This is an optimization exercise on Yosys and OpenROAD, whose aim is small area, not a production implementation.
In this exercise RTL edits were held to simulation tests only and were not proved equivalent to the original.
No driver is modelled on the clock port, so clock power and skew are understated where the tree is cut down; a real chip needs a root buffer or a tree.
Power is estimated from default activity; no workload was simulated.

## before
==> module lab4_2, before the edit <==
module lab4_2(
	input [3:0] userID,
	input CLK,
	input RST,
	input team,
	input [1:0] mode,
	output [7:0] numPlyLP,
	output [7:0] numPlyCF,
	output reg teamWng,
	output capWngLP,
	output capWngCF,
	output reg findRes,
	output reg [3:0] listOut,
	output reg listMode
    );
	reg [2:0] lp [0:4];
	reg [3:0] cf [0:4];
	reg [2:0] cntLP;
	reg [2:0] cntCF;
	wire m_out  = (mode == 2'd0);
	wire m_in   = (mode == 2'd1);
	wire m_find = (mode == 2'd2);
	wire m_list = (mode == 2'd3);
	wire uid_ok = |userID;
	wire tmatch = (team == userID[3]);
	wire [4:0] lpv, cfv, mlp, mcf;
	genvar i;
	generate
		for (i = 0; i < 5; i = i + 1) begin : g_slot
			assign lpv[i] = |lp[i];
			assign cfv[i] = cf[i][3];
			assign mlp[i] = ({1'b0, lp[i]} == userID);
			assign mcf[i] = (cf[i] == userID);
		end
	endgenerate
	wire anymatch = |{mlp, mcf};
	wire [4:0] ffl = {lpv[3:0] == 4'hf & ~lpv[4], lpv[2:0] == 3'h7 & ~lpv[3],
	                  lpv[1:0] == 2'h3 & ~lpv[2], lpv[0] & ~lpv[1], ~lpv[0]};
	wire [4:0] ffc = {cfv[3:0] == 4'hf & ~cfv[4], cfv[2:0] == 3'h7 & ~cfv[3],
	                  cfv[1:0] == 2'h3 & ~cfv[2], cfv[0] & ~cfv[1], ~cfv[0]};
	wire add_lp = m_in & ~team & ~userID[3] & ~anymatch;
	wire add_cf = m_in & team & userID[3] & ~anymatch;
	wire del_lp = m_out & ~team;
	wire del_cf = m_out & team;
	wire keep = m_out & tmatch & uid_ok & ~anymatch;
	wire [2:0] dlp = userID[2:0] & {3{add_lp & ~RST}};
	wire [3:0] dcf = userID & {4{add_cf & ~RST}};
	wire [4:0] wlp = {5{RST}} | (mlp & {5{del_lp}}) | (ffl & {5{add_lp}});
	wire [4:0] wcf = {5{RST}} | (mcf & {5{del_cf}}) | (ffc & {5{add_cf}});
	integer k;
	always @(posedge CLK) begin
		for (k = 0; k < 5; k = k + 1) begin
			if (wlp[k])
				lp[k] <= dlp;
			if (wcf[k])
				cf[k] <= dcf;
		end
	end
	function [2:0] nxt;
		input [2:0] c;
		nxt = {c[1] & c[0], c[0], ~c[2]};
	endfunction
	function [3:0] pick;
		input [2:0] c;
		input [3:0] s0, s1, s2, s3, s4;
		case (c)
			3'b001: pick = s1;
			3'b011: pick = s2;
			3'b111: pick = s3;
			3'b110: pick = s4;
			default: pick = s0;
		endcase
	endfunction
	always @(posedge CLK) begin
		if (RST) begin
			teamWng <= 1'b0;
			findRes <= 1'b0;
			listMode <= 1'b0;
			cntLP <= 3'd0;
			cntCF <= 3'd0;
			listOut <= 4'd0;
		end else begin
			teamWng <= (keep & teamWng) | (m_in & uid_ok & ~tmatch);
			findRes <= (keep & findRes) | (m_find & anymatch);
			listMode <= (keep & listMode) | m_list;
			if (m_list) begin
				if (team) begin
					listOut <= pick(cntCF, cf[0], cf[1], cf[2], cf[3], cf[4]);
					cntCF <= nxt(cntCF);
				end else begin
					listOut <= pick(cntLP, {1'b0, lp[0]}, {1'b0, lp[1]}, {1'b0, lp[2]}, {1'b0, lp[3]}, {1'b0, lp[4]});
					cntLP <= nxt(cntLP);
				end
			end else begin
				cntLP <= 3'd0;
				cntCF <= 3'd0;
			end
		end
	end
	wire [2:0] nlp = lpv[0] + lpv[1] + lpv[2] + lpv[3] + lpv[4];
	wire [2:0] ncf = cfv[0] + cfv[1] + cfv[2] + cfv[3] + cfv[4];
	assign numPlyLP = {5'd0, nlp};
	assign numPlyCF = {5'd0, ncf};
	assign capWngLP = ~|lpv | &lpv;
	assign capWngCF = ~|cfv | &cfv;
endmodule
make LEC_CHECK=0 CAP_MARGIN=20 CORE_MARGIN=2 CORE_UTILIZATION=40 SLEW_MARGIN=20 finish   # period 10.0 ns
run.sh (not shown) runs the stock make flow with config.mk's settings and CLKGATE_MAP_FILE= SYNTH_SCRIPT=/design/flow/synth_recipe.tcl, a recipe that flattens the netlist after the stock synthesis.
Inputs modified between before and after:
diff --git a/flow/design.v b/flow/design.v
--- a/flow/design.v
+++ b/flow/design.v
@@ -44,34 +44,19 @@
 	wire del_lp = m_out & ~team;
 	wire del_cf = m_out & team;
 	wire keep = m_out & tmatch & uid_ok & ~anymatch;
-	wire [2:0] dlp = userID[2:0] & {3{add_lp & ~RST}};
-	wire [3:0] dcf = userID & {4{add_cf & ~RST}};
-	wire [4:0] wlp = {5{RST}} | (mlp & {5{del_lp}}) | (ffl & {5{add_lp}});
-	wire [4:0] wcf = {5{RST}} | (mcf & {5{del_cf}}) | (ffc & {5{add_cf}});
 	integer k;
 	always @(posedge CLK) begin
 		for (k = 0; k < 5; k = k + 1) begin
-			if (wlp[k])
-				lp[k] <= dlp;
-			if (wcf[k])
-				cf[k] <= dcf;
+			if (RST || (del_lp && mlp[k]))
+				lp[k] <= 3'd0;
+			else if (add_lp && ffl[k])
+				lp[k] <= userID[2:0];
+			if (RST || (del_cf && mcf[k]))
+				cf[k] <= 4'd0;
+			else if (add_cf && ffc[k])
+				cf[k] <= userID;
 		end
 	end
-	function [2:0] nxt;
-		input [2:0] c;
-		nxt = {c[1] & c[0], c[0], ~c[2]};
-	endfunction
-	function [3:0] pick;
-		input [2:0] c;
-		input [3:0] s0, s1, s2, s3, s4;
-		case (c)
-			3'b001: pick = s1;
-			3'b011: pick = s2;
-			3'b111: pick = s3;
-			3'b110: pick = s4;
-			default: pick = s0;
-		endcase
-	endfunction
 	always @(posedge CLK) begin
 		if (RST) begin
 			teamWng <= 1'b0;
@@ -86,11 +71,11 @@
 			listMode <= (keep & listMode) | m_list;
 			if (m_list) begin
 				if (team) begin
-					listOut <= pick(cntCF, cf[0], cf[1], cf[2], cf[3], cf[4]);
-					cntCF <= nxt(cntCF);
+					listOut <= cf[cntCF];
+					cntCF <= (cntCF == 3'd4) ? 3'd0 : cntCF + 3'd1;
 				end else begin
-					listOut <= pick(cntLP, {1'b0, lp[0]}, {1'b0, lp[1]}, {1'b0, lp[2]}, {1'b0, lp[3]}, {1'b0, lp[4]});
-					cntLP <= nxt(cntLP);
+					listOut <= {1'b0, lp[cntLP]};
+					cntLP <= (cntLP == 3'd4) ? 3'd0 : cntLP + 3'd1;
 				end
 			end else begin
 				cntLP <= 3'd0;
Notes after the runs:
- Count of mapped cells out of synthesis came out higher on after than on before.
- On power: after sits below before.
- Routed wire in after totals more than in before.
- Summary of after over before: number of nets in the final layout picked up an extra about 30%, number of clock-tree buffers in the layout rose 3, number of flops mapped to enable cells by yosys decreased by 35 relative to the old numbers.
- Looking only at area of the multi-input gates, and setting everything else aside, the higher value of before and after goes to after.
- Taking before as the reference, in after logic depth of the worst register-to-register path went up 1; sequential share of layout area -11 points.

========
the baseline:
The RTL this note starts from:
==> flow/design.v <==
`timescale 1ns / 1ps
module lab4_2(
	input [3:0] userID,
	input CLK,
	input RST,
	input team,
	input [1:0] mode,
	output [7:0] numPlyLP,
	output [7:0] numPlyCF,
	output teamWng,
	output capWngLP,
	output capWngCF,
	output findRes,
	output reg [3:0] listOut,
	output listMode
    );
	reg [2:0] lp [0:4];
	reg [2:0] cf [0:4];
	reg [4:0] cfe;
	reg [2:0] cntLP;
	reg [2:0] cntCF;
	wire m_out  = (mode == 2'd0);
	wire m_in   = (mode == 2'd1);
	wire m_find = (mode == 2'd2);
	wire m_list = (mode == 2'd3);
	wire uid_ok = |userID;
	wire tmatch = (team == userID[3]);
	wire [4:0] lpv, cfv, mlp, mcf;
	genvar i;
	generate
		for (i = 0; i < 5; i = i + 1) begin : g_slot
			assign lpv[i] = |lp[i];
			assign cfv[i] = ~cfe[i];
			assign mlp[i] = ({1'b0, lp[i]} == userID);
			assign mcf[i] = ({~cfe[i], cf[i]} == userID);
		end
	endgenerate
	wire anymatch = |{mlp, mcf};
	wire [4:0] ffl = {lpv[3:0] == 4'hf & ~lpv[4], lpv[2:0] == 3'h7 & ~lpv[3],
	                  lpv[1:0] == 2'h3 & ~lpv[2], lpv[0] & ~lpv[1], ~lpv[0]};
	wire [4:0] ffc = {cfv[3:0] == 4'hf & ~cfv[4], cfv[2:0] == 3'h7 & ~cfv[3],
	                  cfv[1:0] == 2'h3 & ~cfv[2], cfv[0] & ~cfv[1], ~cfv[0]};
	wire add_lp = m_in & ~team & ~userID[3] & ~anymatch;
	wire add_cf = m_in & team & userID[3] & ~anymatch;
	wire del_lp = m_out & ~team;
	wire del_cf = m_out & team;
	wire keep = m_out & tmatch & uid_ok & ~anymatch;
	wire [2:0] dlp = userID[2:0] & {3{add_lp & ~RST}};
	wire [2:0] dcf = userID[2:0] & {3{add_cf & ~RST}};
	wire [4:0] wlp = {5{RST}} | (mlp & {5{del_lp}}) | (ffl & {5{add_lp}});
	wire [4:0] wcf = {5{RST}} | (mcf & {5{del_cf}}) | (ffc & {5{add_cf}});
	integer k;
	always @(posedge CLK) begin
		for (k = 0; k < 5; k = k + 1) begin
			if (wlp[k])
				lp[k] <= dlp;
			if (wcf[k]) begin
				cf[k] <= dcf;
				cfe[k] <= ~(add_cf & ~RST);
			end
		end
	end
	localparam [2:0] P0 = 3'b000, P1 = 3'b001, P2 = 3'b011, P3 = 3'b111, P4 = 3'b110;
	localparam [2:0] FN = 3'b100, FT = 3'b101, FF = 3'b010;
	function [2:0] nxt;
		input [2:0] c;
		nxt = {c[1] & c[0], c[0], ~c[2]};
	endfunction
	wire isflag = (cntLP == FN) | (cntLP == FT) | (cntLP == FF);
	wire [2:0] effLP = isflag ? P0 : cntLP;
	assign listMode = ~isflag;
	assign teamWng = (cntLP == FT);
	assign findRes = (cntLP == FF);
	wire [2:0] cl = effLP, cc = cntCF;
	wire [4:0] sl = {cl[2] & ~cl[0], cl[2] & cl[0], ~cl[2] & cl[1], cl[0] & ~cl[1], ~cl[0] & ~cl[1]} & {5{~team}};
	wire [4:0] sc = {cc[2] & ~cc[0], cc[2] & cc[0], ~cc[2] & cc[1], cc[0] & ~cc[1], ~cc[0] & ~cc[1]} & {5{team}};
	reg [3:0] lsel;
	integer j;
	always @(*) begin
		lsel = 4'd0;
		for (j = 0; j < 5; j = j + 1)
			lsel = lsel | ({1'b0, lp[j]} & {4{sl[j]}}) | ({~cfe[j], cf[j]} & {4{sc[j]}});
	end
	always @(posedge CLK)
		if (RST | m_list)
			listOut <= lsel & {4{~RST}};
	always @(posedge CLK) begin
		if (RST) begin
			cntLP <= FN;
			cntCF <= P0;
		end else begin
			cntCF <= P0;
			if (m_list) begin
				if (team) begin
					cntCF <= nxt(cntCF);
					cntLP <= effLP;
				end else begin
					cntCF <= cntCF;
					cntLP <= nxt(effLP);
				end
			end else if (keep) begin
				cntLP <= isflag ? cntLP : P0;
			end else if (m_find & anymatch) begin
				cntLP <= FF;
			end else if (m_in & uid_ok & ~tmatch) begin
				cntLP <= FT;
			end else begin
				cntLP <= FN;
			end
		end
	end
	wire [2:0] nlp = {2'd0, lpv[0]} + {2'd0, lpv[1]} + {2'd0, lpv[2]} + {2'd0, lpv[3]} + {2'd0, lpv[4]};
	wire [2:0] ncf = {2'd0, cfv[0]} + {2'd0, cfv[1]} + {2'd0, cfv[2]} + {2'd0, cfv[3]} + {2'd0, cfv[4]};
	assign numPlyLP = {5'd0, nlp};
	assign numPlyCF = {5'd0, ncf};
	assign capWngLP = ~|lpv | &lpv;
	assign capWngCF = ~|cfv | &cfv;
endmodule
==> flow/config.mk <==
export PLATFORM = sky130hd
export DESIGN_NAME = lab4_2
export DESIGN_NICKNAME = lab4_2
export VERILOG_FILES = /design/flow/design.v
export SDC_FILE = /design/flow/constraint.sdc
export NUM_CORES = 4
export LEC_CHECK = 0
export CAP_MARGIN = 20
export CORE_MARGIN = 2
export CORE_UTILIZATION = 45
export SLEW_MARGIN = 20
==> flow/constraint.sdc <==
create_clock -name core_clock -period 10.0 [get_ports {CLK}]
set_input_delay 2.0000 -clock core_clock [delete_from_list [all_inputs] [get_ports {CLK}]]
set_output_delay 2.0000 -clock core_clock [all_outputs]
set_load 0.01 [all_outputs]
standard.sh (not shown) runs the stock make flow with config.mk's settings and CLKGATE_MAP_FILE= SYNTH_SCRIPT=/design/flow/synth_recipe.tcl, a recipe that flattens the netlist after the stock synthesis.
==> flow/flow/run.sh <==
#!/bin/bash
# Layout flow: the standard flow (standard.sh), with these changes:
#  - synthesis: ORFS's synthesis without full/half-adder extraction, mapped
#    by each of the area-oriented ABC scripts flow/area*.abc, keeping the
#    smallest result (flow/abc_wrap.tcl); registers are unchanged;
#  - port buffers use the smallest buffer, sky130_fd_sc_hd__buf_1;
#  - the constant outputs share one tie cell;
#  - clock: three sky130_fd_sc_hd__clkbuf_8, each driving a third of the
#    registers, in place of TritonCTS's tree (flow/clock_buffer.tcl).
# ORFS writes each step's full log under orfs/logs/; make's output goes to
# flow.log.
set -euo pipefail
W=$(pwd)
cat flow/abc_wrap.tcl synth_recipe.tcl > area_synth.tcl
export AREA_ABC_SCRIPTS="$(ls $W/flow/area*.abc | tr "\n" " ")"
export BUFFER_PORTS_ARGS="-buffer_cell sky130_fd_sc_hd__buf_1"
export SKIP_REPAIR_TIE_FANOUT=1
export PRE_CTS_TCL=$W/flow/clock_buffer.tcl
export CLOCK_BUF=sky130_fd_sc_hd__clkbuf_8
export CLOCK_BUF_COUNT=3
bash standard.sh SYNTH_SCRIPT=$W/area_synth.tcl ADDER_MAP_FILE= finish > flow.log 2>&1
Other scripts of this flow, unchanged in this note and not shown: flow/flow/abc_wrap.tcl, flow/flow/area1.abc, flow/flow/area2.abc, flow/flow/area3.abc, flow/flow/area4.abc, flow/flow/area5.abc, flow/flow/area6.abc, flow/flow/clock_buffer.tcl
The baseline ended with every stage complete and zero timing, DRC or antenna violations.
[inputs] the candidate vs the baseline
--- a/flow/design.v
+++ b/flow/design.v
@@ -4,18 +4,18 @@
 	input CLK,
 	input RST,
 	input team,
 	input [1:0] mode,
 	output [7:0] numPlyLP,
 	output [7:0] numPlyCF,
-	output teamWng,
+	output reg teamWng,
 	output capWngLP,
 	output capWngCF,
-	output findRes,
+	output reg findRes,
 	output reg [3:0] listOut,
-	output listMode
+	output reg listMode
     );
 	reg [2:0] lp [0:4];
 	reg [2:0] cf [0:4];
 	reg [4:0] cfe;
 	reg [2:0] cntLP;
 	reg [2:0] cntCF;
@@ -57,24 +57,17 @@
 			if (wcf[k]) begin
 				cf[k] <= dcf;
 				cfe[k] <= ~(add_cf & ~RST);
 			end
 		end
 	end
-	localparam [2:0] P0 = 3'b000, P1 = 3'b001, P2 = 3'b011, P3 = 3'b111, P4 = 3'b110;
-	localparam [2:0] FN = 3'b100, FT = 3'b101, FF = 3'b010;
 	function [2:0] nxt;
 		input [2:0] c;
 		nxt = {c[1] & c[0], c[0], ~c[2]};
 	endfunction
-	wire isflag = (cntLP == FN) | (cntLP == FT) | (cntLP == FF);
-	wire [2:0] effLP = isflag ? P0 : cntLP;
-	assign listMode = ~isflag;
-	assign teamWng = (cntLP == FT);
-	assign findRes = (cntLP == FF);
-	wire [2:0] cl = effLP, cc = cntCF;
+	wire [2:0] cl = cntLP, cc = cntCF;
 	wire [4:0] sl = {cl[2] & ~cl[0], cl[2] & cl[0], ~cl[2] & cl[1], cl[0] & ~cl[1], ~cl[0] & ~cl[1]} & {5{~team}};
 	wire [4:0] sc = {cc[2] & ~cc[0], cc[2] & cc[0], ~cc[2] & cc[1], cc[0] & ~cc[1], ~cc[0] & ~cc[1]} & {5{team}};
 	reg [3:0] lsel;
 	integer j;
 	always @(*) begin
 		lsel = 4'd0;
@@ -83,32 +76,29 @@
 	end
 	always @(posedge CLK)
 		if (RST | m_list)
 			listOut <= lsel & {4{~RST}};
 	always @(posedge CLK) begin
 		if (RST) begin
-			cntLP <= FN;
-			cntCF <= P0;
+			teamWng <= 1'b0;
+			findRes <= 1'b0;
+			listMode <= 1'b0;
+			cntLP <= 3'd0;
+			cntCF <= 3'd0;
 		end else begin
-			cntCF <= P0;
+			teamWng <= (keep & teamWng) | (m_in & uid_ok & ~tmatch);
+			findRes <= (keep & findRes) | (m_find & anymatch);
+			listMode <= (keep & listMode) | m_list;
 			if (m_list) begin
-				if (team) begin
+				if (team)
 					cntCF <= nxt(cntCF);
-					cntLP <= effLP;
-				end else begin
-					cntCF <= cntCF;
-					cntLP <= nxt(effLP);
-				end
-			end else if (keep) begin
-				cntLP <= isflag ? cntLP : P0;
-			end else if (m_find & anymatch) begin
-				cntLP <= FF;
-			end else if (m_in & uid_ok & ~tmatch) begin
-				cntLP <= FT;
+				else
+					cntLP <= nxt(cntLP);
 			end else begin
-				cntLP <= FN;
+				cntLP <= 3'd0;
+				cntCF <= 3'd0;
 			end
 		end
 	end
 	wire [2:0] nlp = {2'd0, lpv[0]} + {2'd0, lpv[1]} + {2'd0, lpv[2]} + {2'd0, lpv[3]} + {2'd0, lpv[4]};
 	wire [2:0] ncf = {2'd0, cfv[0]} + {2'd0, cfv[1]} + {2'd0, cfv[2]} + {2'd0, cfv[3]} + {2'd0, cfv[4]};
 	assign numPlyLP = {5'd0, nlp};
Both conditions hold for the candidate: the flow ran to the end and the final layout passed the timing, design-rule and antenna checks.
Re worst hold margin: the baseline was higher than the candidate.
Higher core utilization among the candidate and the baseline: the candidate
Compared the baseline against the candidate; synthesis-to-finish area growth within noise.
Compared with the baseline, in the candidate final instance area went up 1.0%, complex-gate fraction of the synthesized area went down 1.2 points.
Max global router's overall resource usage across the candidate and the baseline: the baseline
Comparing the candidate and the baseline, the higher die height was measured on the candidate.
In terms of routed wire length, the candidate and the baseline differ only marginally.
The candidate reports its destination of the critical timing path as cf[4][0]$_DFFE_PP_ while the baseline reports cf[0][0]$_DFFE_PP_.
The candidate ended with more die width than the baseline.
The candidate vs the baseline — sequential cell count of the final layout climbed by a few percent
The slew at the pin closest to its max-slew limit of the candidate exceeds that of the baseline by 0.023 ns.
The candidate — synthesized cell area 28 µm² higher, the baseline as reference
Post-cts repair resize count: the baseline vs the candidate identical
The run with more setup slack is the candidate; the baseline has less.
In every run of this note, the design's own scripts or RTL, not TritonCTS, make the clock network.

[re-timing with driven ports]
In the flow no input, the clock included, has a driving cell. The finished layouts below were timed again as built, in two steps. Step 1: set_driving_cell puts a clkbuf_16 on CLK and a buf_2 on each other input, an assumption about the parent block. Step 2 moves the port delays by t, midway between the first and last clock arrival at a register: inputs arrive t later, outputs are due t later. That takes back most of the time a late clock gives input paths. Slacks: ideal / step 1 / step 2; pairs: ideal / step 1.
run	t (ns)	slack for setup (ns)	worst hold slack (ns)	worst setup path after step 2	clock arrival spread, ns
before	0.333	4.912 / 4.881 / 4.705	0.485 / 0.485 / 0.485	input to register	0.013 / 0.012
after	0.330	5.108 / 5.078 / 5.038	0.467 / 0.467 / 0.467	input to register	0.007 / 0.008
the baseline	0.203	4.682 / 4.705 / 4.503	0.531 / 0.531 / 0.531	input to register	0.020 / 0.021
the candidate	0.199	4.743 / 4.764 / 4.566	0.489 / 0.489 / 0.489	input to register	0.018 / 0.019
After both steps setup and hold are still met in every run listed. For before, which loses most, drivers alone change the setup slack by -0.031 ns; drivers and shift together by -0.207 ns.
